Source: an optimization exercise on an open RTL-to-GDS flow (aim: small area and a short achievable clock period). Production flows keep margins and buffers that such runs may drop.
At most, simulation tests tie the RTL to the original design; equivalence was not proved.
No activity file was given, so power comes from the tool's default toggle rates.

## run 1
==> flow/design.v (excerpt) <==
module chipInterface(
	input logic [17:0] SW,
	input logic [3:1] KEY,
	input logic KEY0,
	input logic CLOCK_50,
	output logic [6:0] HEX0, HEX1, HEX2, HEX3, HEX4, HEX5, HEX6, HEX7,
	output logic [7:0] LEDG,
	output logic [7:0] VGA_R, VGA_G, VGA_B,
	output logic VGA_BLANK_N, VGA_SYNC_N,
	output logic VGA_VS, VGA_HS
);
Settings: LEC_CHECK=0, ABC_AREA=1, CAP_MARGIN=20, CORE_MARGIN=2, CORE_UTILIZATION=60, SLEW_MARGIN=20; clock period 20.0 ns.
standard.sh (not shown) runs the stock make flow with config.mk's settings and CLKGATE_MAP_FILE= SYNTH_SCRIPT=/design/flow/synth_recipe.tcl, a recipe that flattens the netlist after the stock synthesis.
==> flow/flow/run.sh <==
#!/bin/bash
set -euo pipefail
MARGIN=11.4
CTS="-sink_clustering_enable -repair_clock_nets -buf_list sky130_fd_sc_hd__clkbuf_8 -sink_clustering_size 18 -sink_clustering_max_diameter 60 -dont_use_dummy_load"
bash standard.sh 'BUFFER_PORTS_ARGS=-buffer_cell sky130_fd_sc_hd__buf_1' "CTS_ARGS=$CTS" "SETUP_SLACK_MARGIN=$MARGIN" finish > standard_flow.log 2>&1
diff inputs: run 1 => run 4
-- flow/design.v --
<<< run 1, line 504
		| ({5{cZZ & isRed}} & 5'b11000) | ({5{cZZ & isWhite}} & 5'b11111)
		| ({5{cShape & inBox & act}} & sc);
	logic [4:0] nmReg, msReg, col;
	logic       hsReg, vsReg, blankReg;
	always_ff @(posedge clk, posedge reset)
		if (reset) begin
			nmReg <= C_BLACK;
			msReg <= C_BLACK;
			hsReg <= 1'b1; vsReg <= 1'b1; blankReg <= 1'b0;
		end
		else begin
			nmReg <= masterNext ? C_BLACK : colorNext;
			msReg <= masterNext ? colorNext : C_BLACK;
			hsReg <= ~(((gx == 4'd9) & (dx >= 6'd19)) | (gx == 4'd10) | ((gx == 4'd11) & (dx <= 6'd10)));
			vsReg <= ~((gy == 4'd9) & ((dy == 6'd12) | (dy == 6'd13)));
>>> run 4, line 504
		| ({5{cZZ & isRed}} & 5'b11000) | ({5{cZZ & isWhite}} & 5'b11111)
		| ({5{cShape & inBox & act}} & sc);
	logic [4:0] colorReg, col;
	logic       notMaster, hsReg, vsReg, blankReg;
	always_ff @(posedge clk, posedge reset)
		if (reset) begin
			colorReg <= C_BLACK;
			notMaster <= 1'b1;
			hsReg <= 1'b1; vsReg <= 1'b1; blankReg <= 1'b0;
		end
		else begin
			colorReg <= colorNext;
			notMaster <= ~masterNext;
			hsReg <= ~(((gx == 4'd9) & (dx >= 6'd19)) | (gx == 4'd10) | ((gx == 4'd11) & (dx <= 6'd10)));
			vsReg <= ~((gy == 4'd9) & ((dy == 6'd12) | (dy == 6'd13)));
<<< run 1, line 521
			            ((gy == 4'd9) & (dy >= 6'd2) & (dy <= 6'd42));
		end
	assign col = nmReg | (msReg & {5{SW[15]}});
	assign VGA_R = {col[3], col[4], col[4], col[3], col[3], col[4], col[4], col[3]};
	assign VGA_G = {8{col[2]}};
>>> run 4, line 521
			            ((gy == 4'd9) & (dy >= 6'd2) & (dy <= 6'd42));
		end
	assign col = colorReg & {5{notMaster | SW[15]}};
	assign VGA_R = {col[3], col[4], col[4], col[3], col[3], col[4], col[4], col[3]};
	assign VGA_G = {8{col[2]}};
### Flow results
| critical path depth | higher: run 4 |
Run 4: first-pass GRT wire length 720 um below run 1
Per the comparison of run 4 with run 1, adder-cell share of the synthesized area stayed essentially flat; share of power burned in the clock network decreased 0.2 points; xor/xnor cell area share of the yosys netlist increased 0.36 points; average cell area after synthesis essentially unchanged.
Function not checked in run 1: the RTL went through the layout flow alone.

========
main:
chipInterface, a different RTL version from the one above (not shown whole).
For scale: ~1400 cells after synthesis, ~250 flip-flops, roughly 120 I/O pins, ~12000 um2 of cells after synthesis.
// chipInterface
module chipInterface(
	input logic [17:0] SW,
	input logic [3:1] KEY,
	input logic KEY0,
	input logic CLOCK_50,
	output logic [6:0] HEX0, HEX1, HEX2, HEX3, HEX4, HEX5, HEX6, HEX7,
	output logic [7:0] LEDG,
	output logic [7:0] VGA_R, VGA_G, VGA_B,
	output logic VGA_BLANK_N, VGA_SYNC_N,
	output logic VGA_VS, VGA_HS
);
	logic clk, reset;
	assign clk = CLOCK_50;
	assign reset = ~KEY0;
	function automatic logic [6:0] bcd7(input logic [3:0] bcd);
		logic w, x, y, z;
		{w, x, y, z} = bcd;
		bcd7[6] = ~w&~x&~y | ~w&x&y&z;
		bcd7[5] = w&x | y&z | w&y | ~x&y | ~w&~x&z;
		bcd7[4] = z | w&y | x&~y;
		bcd7[3] = z&w | w&y | x&y&z | x&~y&~z | ~y&z&~x;
		bcd7[2] = w&x | w&y | ~x&y&~z;
		bcd7[1] = w&x | w&y | x&~y&z | x&y&~z;
		bcd7[0] = w&x | w&y | x&~y&~z | ~w&~x&~y&z;
	endfunction
	function automatic logic [6:0] bcd7to4(input logic [2:0] v);
		logic x, y, z;
		{x, y, z} = v;
		bcd7to4 = {~x & ~y, y | z, x | z, x | (z & ~y), y & ~z, 1'b0, x | (z & ~y)};
	endfunction
	function automatic logic [2:0] popc(input logic [3:0] v);
		popc = {2'b0, v[0]} + {2'b0, v[1]} + {2'b0, v[2]} + {2'b0, v[3]};
	endfunction
	logic c1, c2, goNow;
	logic s1, s2, startGameNow;
	logic k1, k2, LSN, GradeItNow;
	logic gamePlaying, resetMaster, GameWon, GameOver, GameWonOut, ready, masterLoaded;
	always_ff @(posedge clk, posedge reset)
		if (reset) begin
			c1 <= 0; c2 <= 0; goNow <= 0;
			s1 <= 0; s2 <= 0; startGameNow <= 0;
			k1 <= 0; k2 <= 0; LSN <= 0; GradeItNow <= 0;
		end
		else begin
			c1 <= ~KEY[1]; c2 <= c1; goNow <= c1 & ~c2;
			s1 <= ~KEY[2]; s2 <= s1; startGameNow <= s1 & ~s2 & ready;
			k1 <= ~KEY[3]; k2 <= k1; LSN <= k1 & ~k2;
			GradeItNow <= k1 & ~k2 & gamePlaying;
		end
  ...
==> flow/config.mk <==
export PLATFORM = sky130hd
export DESIGN_NAME = chipInterface
export DESIGN_NICKNAME = chipInterface
export VERILOG_FILES = /design/flow/design.v
export SDC_FILE = /design/flow/constraint.sdc
export NUM_CORES = 4
export LEC_CHECK = 0
export ABC_AREA = 1
export CAP_MARGIN = 20
export CORE_MARGIN = 2
export CORE_UTILIZATION = 40
export SLEW_MARGIN = 20
==> flow/constraint.sdc <==
create_clock -name core_clock -period 20.0 [get_ports {CLOCK_50}]
set_input_delay 4.0000 -clock core_clock [delete_from_list [all_inputs] [get_ports {CLOCK_50}]]
set_output_delay 4.0000 -clock core_clock [all_outputs]
set_load 0.01 [all_outputs]
==> flow/flow/run.sh <==
#!/bin/bash
set -euo pipefail
MARGIN=0
CTS="-sink_clustering_enable -repair_clock_nets -buf_list sky130_fd_sc_hd__clkbuf_8 -sink_clustering_size 18 -sink_clustering_max_diameter 60 -dont_use_dummy_load"
bash standard.sh 'BUFFER_PORTS_ARGS=-buffer_cell sky130_fd_sc_hd__buf_1' "CTS_ARGS=$CTS" "SETUP_SLACK_MARGIN=$MARGIN" finish > standard_flow.log 2>&1
Input changes introduced in the feature branch (baseline for comparison: main):
--- a/flow/design.v
+++ b/flow/design.v
@@ -406,45 +406,46 @@
 	function automatic logic [3:0] cellBits(input logic [15:0] r16, input logic [2:0] idx);
 		case (idx)
 			3'd1: cellBits = {1'b0, r16[15:13]};
 			3'd2: cellBits = {1'b0, r16[12:10]};
 			3'd3: cellBits = {1'b0, r16[9:7]};
 			3'd4: cellBits = {1'b0, r16[6:4]};
 			default: cellBits = r16[3:0];
 		endcase
 	endfunction
-	logic [7:0][15:0] ring;
+	logic [6:0][15:0] ring;
 	logic [2:0]       p, pendRow, tgt;
 	logic [15:0]      L, portIn, rowIn;
 	logic             pending, commitNow, w0, rowValid;
 	logic [3:0]       zzIn, C;
 	assign zzIn = zzEncode(Znarly, zoodCount);
 	assign rowIn = {SW[11:0], zzIn};
-	assign p = {dx[1:0], ph};
 	assign pendRow = RoundNumber[2:0] - 3'd1;
 	assign commitNow = pending & (p == pendRow);
 	assign portIn = commitNow ? L : ring[0];
 	assign tgt = (ndx >= 6'd42) ? ngx[2:0] + 3'd1 : ngx[2:0];
 	assign rowValid = gamePlaying & (ngy < RoundNumber) & (w0 | (ngy != 4'd0));
 	always_ff @(posedge clk, posedge reset)
 		if (reset) begin
 			w0 <= 1'b0;
 			pending <= 1'b0;
+			p <= 3'd0;
 		end
 		else begin
 			w0 <= gamePlaying & (w0 | (RoundNumber == 4'd0));
+			p <= (p == 3'd6) ? 3'd0 : p + 3'd1;
 			if (clearGame) pending <= 1'b0;
 			else if (IncRoundNumber & gamePlaying & ~RoundNumber[3]) pending <= 1'b1;
 			else if (commitNow) pending <= 1'b0;
 		end
 	always_ff @(posedge clk) begin
-		ring[6:0] <= ring[7:1];
-		ring[7] <= portIn;
+		ring[5:0] <= ring[6:1];
+		ring[6] <= portIn;
 		if (gamePlaying & (~pending | commitNow)) L <= rowIn;
 		if (p == ngy[2:0]) C <= cellBits(portIn, tgt);
 	end
 	logic [3:0]  cbits;
 	logic [2:0]  shapeG, shapeM, numValue;
 	logic [7:0]  zzSq;
 	logic        zoneX, zoneY;
 	logic        segXa, segXr, segXl, segY0, segYup, segYlo, segY3, segY6;
 	logic [6:0]  isSeg;
--- outcome ---
The feature branch reached the end of the flow, and the finished layout is clean on the timing, DRC and antenna checks.
Lower worst hold margin was reported by main, not the feature branch.
Per the comparison of the feature branch with main, part of the total power dissipated in combinational logic saw an increase; final area moved down; non-clock inverter total of the final layout now sits higher.
Between main and the feature branch, the fmax figures differ only marginally.
Final critical delay including setup and external delays sits higher in the feature branch than in main.
Going from main to the feature branch, the total clock sinks was found to have gone down by 13.
Lower detailed-route vias per instance among the feature branch and main: main
No functional check of the RTL was part of main.

-- afterwards: timing with drivers on the ports --
Ports are ideal in the flow. The routed layouts listed here were re-timed in OpenROAD. Step 1, drivers: a clkbuf_16 drives CLOCK_50 and a buf_2 each remaining input, both assumed. Step 2, shift: input delay + t, output delay - t, t = (earliest + latest rising clock arrival at the registers) / 2. This alone moves slack from input paths to output paths. Slacks: ideal / step 1 / step 2; pairs: ideal / step 1.
run	t (ns)	setup WS [ns]	worst data-port slew with drivers (ns)
run 1	0.552	11.498 / 11.478 / 11.478	0.06
run 4	0.551	11.433 / 11.411 / 11.411	0.05
main	0.566	11.350 / 11.327 / 11.327	0.03
the feature branch	0.570	11.332 / 11.311 / 11.311	0.04
After both steps every run listed still meets setup and hold. The setup slack of main, which loses most, moves by -0.023 ns with the drivers and by -0.023 ns with both steps.
